What follows belongs to an exercise in optimizing a design on an open flow for small area and a short achievable clock period; a production flow would make more cautious choices. No activity file was given, so power comes from the tool's default toggle rates.

## run a
==> module bist, before the edit <==
module bist #(
  parameter int size   = 6,
  parameter int length = 8
) (
  input  logic              start,
  input  logic              rst,
  input  logic              clk,
  input  logic              csin,
  input  logic              rwbarin,
  input  logic              opr,
  input  logic [size-1:0]   address,
  input  logic [length-1:0] datain,
  output logic [length-1:0] dataout,
  output logic              fail
);
  logic             NbarT;              
  logic [9:0]       q;
  logic             cout;
  logic [7:0]       ram [0:63];
  logic [7:0] data_t;
  always_comb begin
    case (q[9:7])
      3'd0: data_t = 8'hAA;
      3'd1: data_t = 8'h55;
      3'd2: data_t = 8'hF0;
      3'd3: data_t = 8'h0F;
      3'd4: data_t = 8'h00;
      3'd5: data_t = 8'hFF;
      3'd6: data_t = 8'h33;
      default: data_t = 8'hCC;
    endcase
  end
  logic [5:0] a;
  logic [7:0] d;
  logic       we;
  assign a  = NbarT ? q[5:0] : address;
  assign d  = NbarT ? data_t : datain;
  assign we = NbarT ? ~q[6] : (csin & ~rwbarin);
  always_ff @(posedge clk)
    if (we) ram[a] <= d;
  logic [7:0] rdata;
  always_ff @(posedge clk)
    rdata <= we ? d : ram[a];
  logic rd_en;
  assign rd_en   = NbarT ? q[6] : (csin & rwbarin);
  assign dataout = rd_en ? rdata : 8'd0;
  always_ff @(posedge clk) begin
    if (rst) NbarT <= 1'b0;
    else if (!NbarT) NbarT <= start;
    else if (cout) NbarT <= 1'b0;
  end
  always_ff @(posedge clk) begin
    if (!NbarT) begin
      q    <= '0;
      cout <= 1'b0;
    end else begin
      q    <= q + 10'd1;
      cout <= (q == 10'h3FF);
    end
  end
  always_ff @(posedge clk) begin
    if (rst) fail <= 1'b0;
    else if (opr && NbarT && (rwbarin || q[6]) && (dataout != data_t)) fail <= 1'b1;
  end
endmodule
Settings: LEC_CHECK=0, CAP_MARGIN=20, CORE_MARGIN=2, CORE_UTILIZATION=40, SETUP_SLACK_MARGIN=2.3, SLEW_MARGIN=20; clock period 4.5 ns.
run.sh (not shown) runs the stock make flow with config.mk's settings and CLKGATE_MAP_FILE= SYNTH_SCRIPT=/design/flow/synth_recipe.tcl, a recipe that flattens the netlist after the stock synthesis.
Setup changes, run a to run b
--- a/flow/design.v
+++ b/flow/design.v
@@ -13,11 +13,13 @@
   output logic [length-1:0] dataout,
   output logic              fail
 );
   logic             NbarT;              
+  logic             nrm_a;              
+  logic             nrm_d;              
   logic [9:0]       q;
   logic             cout;
-  logic [7:0]       ram [0:63];
+  logic [63:0][7:0] ram;                
   logic [7:0] data_t;
   always_comb begin
     case (q[9:7])
       3'd0: data_t = 8'hAA;
@@ -32,23 +34,45 @@
   end
   logic [5:0] a;
   logic [7:0] d;
   logic       we;
-  assign a  = NbarT ? q[5:0] : address;
-  assign d  = NbarT ? data_t : datain;
+  assign a  = nrm_a ? address : q[5:0];
+  assign d  = nrm_d ? datain  : data_t;
   assign we = NbarT ? ~q[6] : (csin & ~rwbarin);
+  logic [7:0]  lo, hi;
+  logic [63:0] sel;
+  always_comb begin
+    for (int j = 0; j < 8; j++) begin
+      lo[j] = (a[2:0] == j[2:0]);
+      hi[j] = (a[5:3] == j[2:0]);
+    end
+    for (int w = 0; w < 64; w++) sel[w] = hi[w/8] & lo[w%8];
+  end
   always_ff @(posedge clk)
-    if (we) ram[a] <= d;
+    for (int w = 0; w < 64; w++)
+      if (we && sel[w]) ram[w] <= d;
+  logic [7:0] rd;
+  always_comb begin
+    rd = '0;
+    for (int w = 0; w < 64; w++) rd = rd | (ram[w] & {8{sel[w]}});
+  end
   logic [7:0] rdata;
   always_ff @(posedge clk)
-    rdata <= we ? d : ram[a];
+    rdata <= we ? d : rd;
   logic rd_en;
   assign rd_en   = NbarT ? q[6] : (csin & rwbarin);
   assign dataout = rd_en ? rdata : 8'd0;
+  logic mode_next;
+  always_comb begin
+    if (rst) mode_next = 1'b0;
+    else if (!NbarT) mode_next = start;
+    else if (cout) mode_next = 1'b0;
+    else mode_next = 1'b1;
+  end
   always_ff @(posedge clk) begin
-    if (rst) NbarT <= 1'b0;
-    else if (!NbarT) NbarT <= start;
-    else if (cout) NbarT <= 1'b0;
+    NbarT <= mode_next;
+    nrm_a <= ~mode_next;
+    nrm_d <= ~mode_next;
   end
   always_ff @(posedge clk) begin
     if (!NbarT) begin
       q    <= '0;
Notes after the runs:
- Run comparison: run b worst setup path endpoint rdata[4]; run a worst setup path endpoint dataout[0]
- The net count reported at finish in run b is 1.3 times that in run a.
- Run b: worst supply voltage drop on vdd higher than run a
- [compare] base=run a new=run b: aggregate global-route resource usage saw an increase; CTS buffer count saw an increase; number of vias per cell saw an increase.
No run of this note included a check of the RTL's function; only the layout flow was run.

Setup of north:
bist, a different RTL version from the one above (not shown whole).
For scale: ~1,300 cells after synthesis, ~29 I/O pins, about 0.022 mm² of cells after synthesis.
==> module bist, before the edit <==
module bist #(
  parameter int size   = 6,
  parameter int length = 8
) (
  input  logic              start,
  input  logic              rst,
  input  logic              clk,
  input  logic              csin,
  input  logic              rwbarin,
  input  logic              opr,
  input  logic [size-1:0]   address,
  input  logic [length-1:0] datain,
  output logic [length-1:0] dataout,
  output logic              fail
);
  logic             NbarT;              
  logic             nrm;                
  logic [9:0]       q;
  logic             cout;
  logic [7:0]       tlo, thi;           
  logic             wt;                 
  logic             endt;               
  logic             kt;                 
  logic [63:0][7:0] ram;                
  logic [7:0]       rd_n;               
  logic [7:0]       rd_t_n;             
  logic [7:0] data_t;
  always_comb begin
    case (q[9:7])
      3'd0: data_t = 8'hAA;
      3'd1: data_t = 8'h55;
      3'd2: data_t = 8'hF0;
      3'd3: data_t = 8'h0F;
      3'd4: data_t = 8'h00;
      3'd5: data_t = 8'hFF;
      3'd6: data_t = 8'h33;
      default: data_t = 8'hCC;
    endcase
  end
  logic [7:0] d;
  logic       we;
  assign d  = nrm ? datain : data_t;
  assign we = wt | (nrm & csin & ~rwbarin);
  logic       mode_next, cout_next;
  logic [9:0] q_next, q_next1;
  always_comb begin
    if (rst) mode_next = 1'b0;
    else if (!NbarT) mode_next = start;
    else if (cout) mode_next = 1'b0;
    else mode_next = 1'b1;
    q_next    = NbarT ? q + 10'd1 : 10'd0;
    q_next1   = q_next + 10'd1;
    cout_next = NbarT && (q == 10'h3FF);
  end
  logic to_n, to_t;
  assign to_n = rst | endt | (nrm & ~start);
  assign to_t = ~rst & kt;
  logic gn, gt, byn, byt;
  assign gn  = ~we & to_n;
  assign gt  = ~we & to_t;
  assign byn = we & to_n;
  assign byt = we & to_t;
  logic [7:0] lo_r, lo_w, hin, hit, hiw;
  predec u_lo_r (.g(1'b1), .en(nrm), .a(address[2:0]), .t(tlo), .y(lo_r));
  predec u_lo_w (.g(1'b1), .en(nrm), .a(address[2:0]), .t(tlo), .y(lo_w));
  predec u_hin  (.g(gn),   .en(nrm), .a(address[5:3]), .t(thi), .y(hin));
  predec u_hit  (.g(gt),   .en(nrm), .a(address[5:3]), .t(thi), .y(hit));
  predec u_hiw  (.g(we),   .en(nrm), .a(address[5:3]), .t(thi), .y(hiw));
  logic [63:0] de;
  for (genvar w = 0; w < 64; w++) begin : g_de
    and2 u_de (.a(hiw[w/8]), .b(lo_w[w%8]), .y(de[w]));
  end
  always_ff @(posedge clk)
    for (int w = 0; w < 64; w++)
      if (de[w]) ram[w] <= d;
  logic [7:0] grp [0:7];
  for (genvar i = 0; i < 8; i++) begin : g_grp
    for (genvar b = 0; b < 8; b++) begin : g_bit
      ao8 u_ao (.s(lo_r),
                .m({ram[8*i+7][b], ram[8*i+6][b], ram[8*i+5][b], ram[8*i+4][b],
                    ram[8*i+3][b], ram[8*i+2][b], ram[8*i+1][b], ram[8*i][b]}),
                .y(grp[i][b]));
    end
  end
  logic [7:0] rn_next, rt_next, bn, bt;
  always_comb begin
    bn = d & {8{byn}};
    bt = d & {8{byt}};
  end
  for (genvar b = 0; b < 8; b++) begin : g_rd
    ao8b u_n (.s(hin),
              .m({grp[7][b], grp[6][b], grp[5][b], grp[4][b],
                  grp[3][b], grp[2][b], grp[1][b], grp[0][b]}),
              .b(bn[b]), .y(rn_next[b]));
    ao8b u_t (.s(hit),
              .m({grp[7][b], grp[6][b], grp[5][b], grp[4][b],
                  grp[3][b], grp[2][b], grp[1][b], grp[0][b]}),
              .b(bt[b]), .y(rt_next[b]));
  end
  always_ff @(posedge clk) begin
    NbarT <= mode_next;
    nrm   <= ~mode_next;
    q     <= q_next;
    cout  <= cout_next;
    wt    <= mode_next & ~q_next[6];
    endt  <= mode_next & cout_next;
    kt    <= mode_next & ~cout_next & q_next1[6];
    for (int j = 0; j < 8; j++) begin
      tlo[j] <= mode_next && (q_next[2:0] == j[2:0]);
      thi[j] <= mode_next && (q_next[5:3] == j[2:0]);
    end
    rd_n <= rn_next;
    rd_t_n <= ~rt_next;
  end
  logic [7:0] on;
  for (genvar b = 0; b < 8; b++) begin : g_out
    nand3 u_a (.a(csin), .b(rwbarin), .c(rd_n[b]), .y(on[b]));
    nand2 u_o (.a(on[b]), .b(rd_t_n[b]), .y(dataout[b]));
  end
  always_ff @(posedge clk) begin
    if (rst) fail <= 1'b0;
    else if (opr && NbarT && (rwbarin || q[6]) && (~rd_t_n != data_t)) fail <= 1'b1;
  end
endmodule
Settings: LEC_CHECK=0, CAP_MARGIN=20, CORE_MARGIN=2, CORE_UTILIZATION=40, SETUP_SLACK_MARGIN=2.2, SLEW_MARGIN=20, SYNTH_HIERARCHICAL=1, SYNTH_MINIMUM_KEEP_SIZE=0; clock period 4.5 ns.
Setup changes, north to south
--- a/flow/design.v
+++ b/flow/design.v
@@ -66,13 +66,18 @@
   predec u_hin  (.g(gn),   .en(nrm), .a(address[5:3]), .t(thi), .y(hin));
   predec u_hit  (.g(gt),   .en(nrm), .a(address[5:3]), .t(thi), .y(hit));
   predec u_hiw  (.g(we),   .en(nrm), .a(address[5:3]), .t(thi), .y(hiw));
-  logic [63:0] de;
+  logic [63:0] de, den;
   for (genvar w = 0; w < 64; w++) begin : g_de
-    and2 u_de (.a(hiw[w/8]), .b(lo_w[w%8]), .y(de[w]));
+    and2  u_de  (.a(hiw[w/8]), .b(lo_w[w%8]), .y(de[w]));
+    nand2 u_den (.a(hiw[w/8]), .b(lo_w[w%8]), .y(den[w]));
   end
-  always_ff @(posedge clk)
-    for (int w = 0; w < 64; w++)
-      if (de[w]) ram[w] <= d;
+  logic [63:0][7:0] ram_d;
+  for (genvar w = 0; w < 64; w++) begin : g_hold
+    for (genvar b = 0; b < 8; b++) begin : g_bit
+      hold u_h (.s(de[w]), .sn(den[w]), .d(d[b]), .q(ram[w][b]), .y(ram_d[w][b]));
+    end
+  end
+  always_ff @(posedge clk) ram <= ram_d;
   logic [7:0] grp [0:7];
   for (genvar i = 0; i < 8; i++) begin : g_grp
     for (genvar b = 0; b < 8; b++) begin : g_bit
@@ -167,6 +172,9 @@
 module nand3 (input logic a, b, c, output logic y);
   assign y = ~(a & b & c);
 endmodule
+module hold (input logic s, sn, d, q, output logic y);
+  assign y = (s & d) | (sn & q);
+endmodule
 module nand2 (input logic a, b, output logic y);
   assign y = ~(a & b);
 endmodule
==> comparison <==
Arrival time at the worst endpoint, south and north, lower one = south.
In the metrics for south and north, the one carrying the higher sequential group share of total power is north.
Compared north against south; clock slew at the register clock pins of the worst setup and hold paths within noise.
Synthesized cell count: south and north compared, lower one is north
The instance count on the critical path in south sits 5 below the value recorded for north.
The lower layout buffering overhead excluding clock cells came out of south.
Initial antenna violation count for south: 6 down relative to north
Measured against north, the wire length reported by the detailed router of south comes out at 1.15 times the reference value.
The setup skew after layout reported for south is greater than that of north by 0.0090 ns.
Going from north to south, die area shrinks by 2.0%.
In terms of adder and majority gate portion of the synthesized area, south and north differ only marginally.
Across both runs, power was higher for south than for north.
Minimum clock period after layout: south vs north up 0.021 ns
No run of this note included a check of the RTL's function; only the layout flow was run.

==> re-timing with driven ports <==
No port has a modelled driver above. Below, the same layouts with a new extraction and two added sets of constraints.
Step 1 assumes that a clkbuf_16 drives the clock port and a buf_2 every other input.
Step 2 times the ports against the registers' clock, not the clock port: input delays grow and output delays shrink by t, the midpoint of the rising clock arrivals with the driver on.
Three values: ideal, step 1, step 2; two values: the first two.
| run | t (ns) | slack for setup (ns) | worst setup path at the end |
|---|---|---|---|
| run a | 0.655 | 0.748 / 0.687 / 1.125 | input to output |
| run b | 0.675 | 1.519 / 1.519 / 0.885 | input to register |
| north | 0.678 | 2.130 / 2.138 / 1.483 | input to register |
| south | 0.693 | 2.109 / 2.052 / 1.534 | input to register |
After both steps every run listed still meets setup and hold. For north, which loses most, drivers alone change the setup slack by +0.008 ns; drivers and shift together by -0.647 ns.
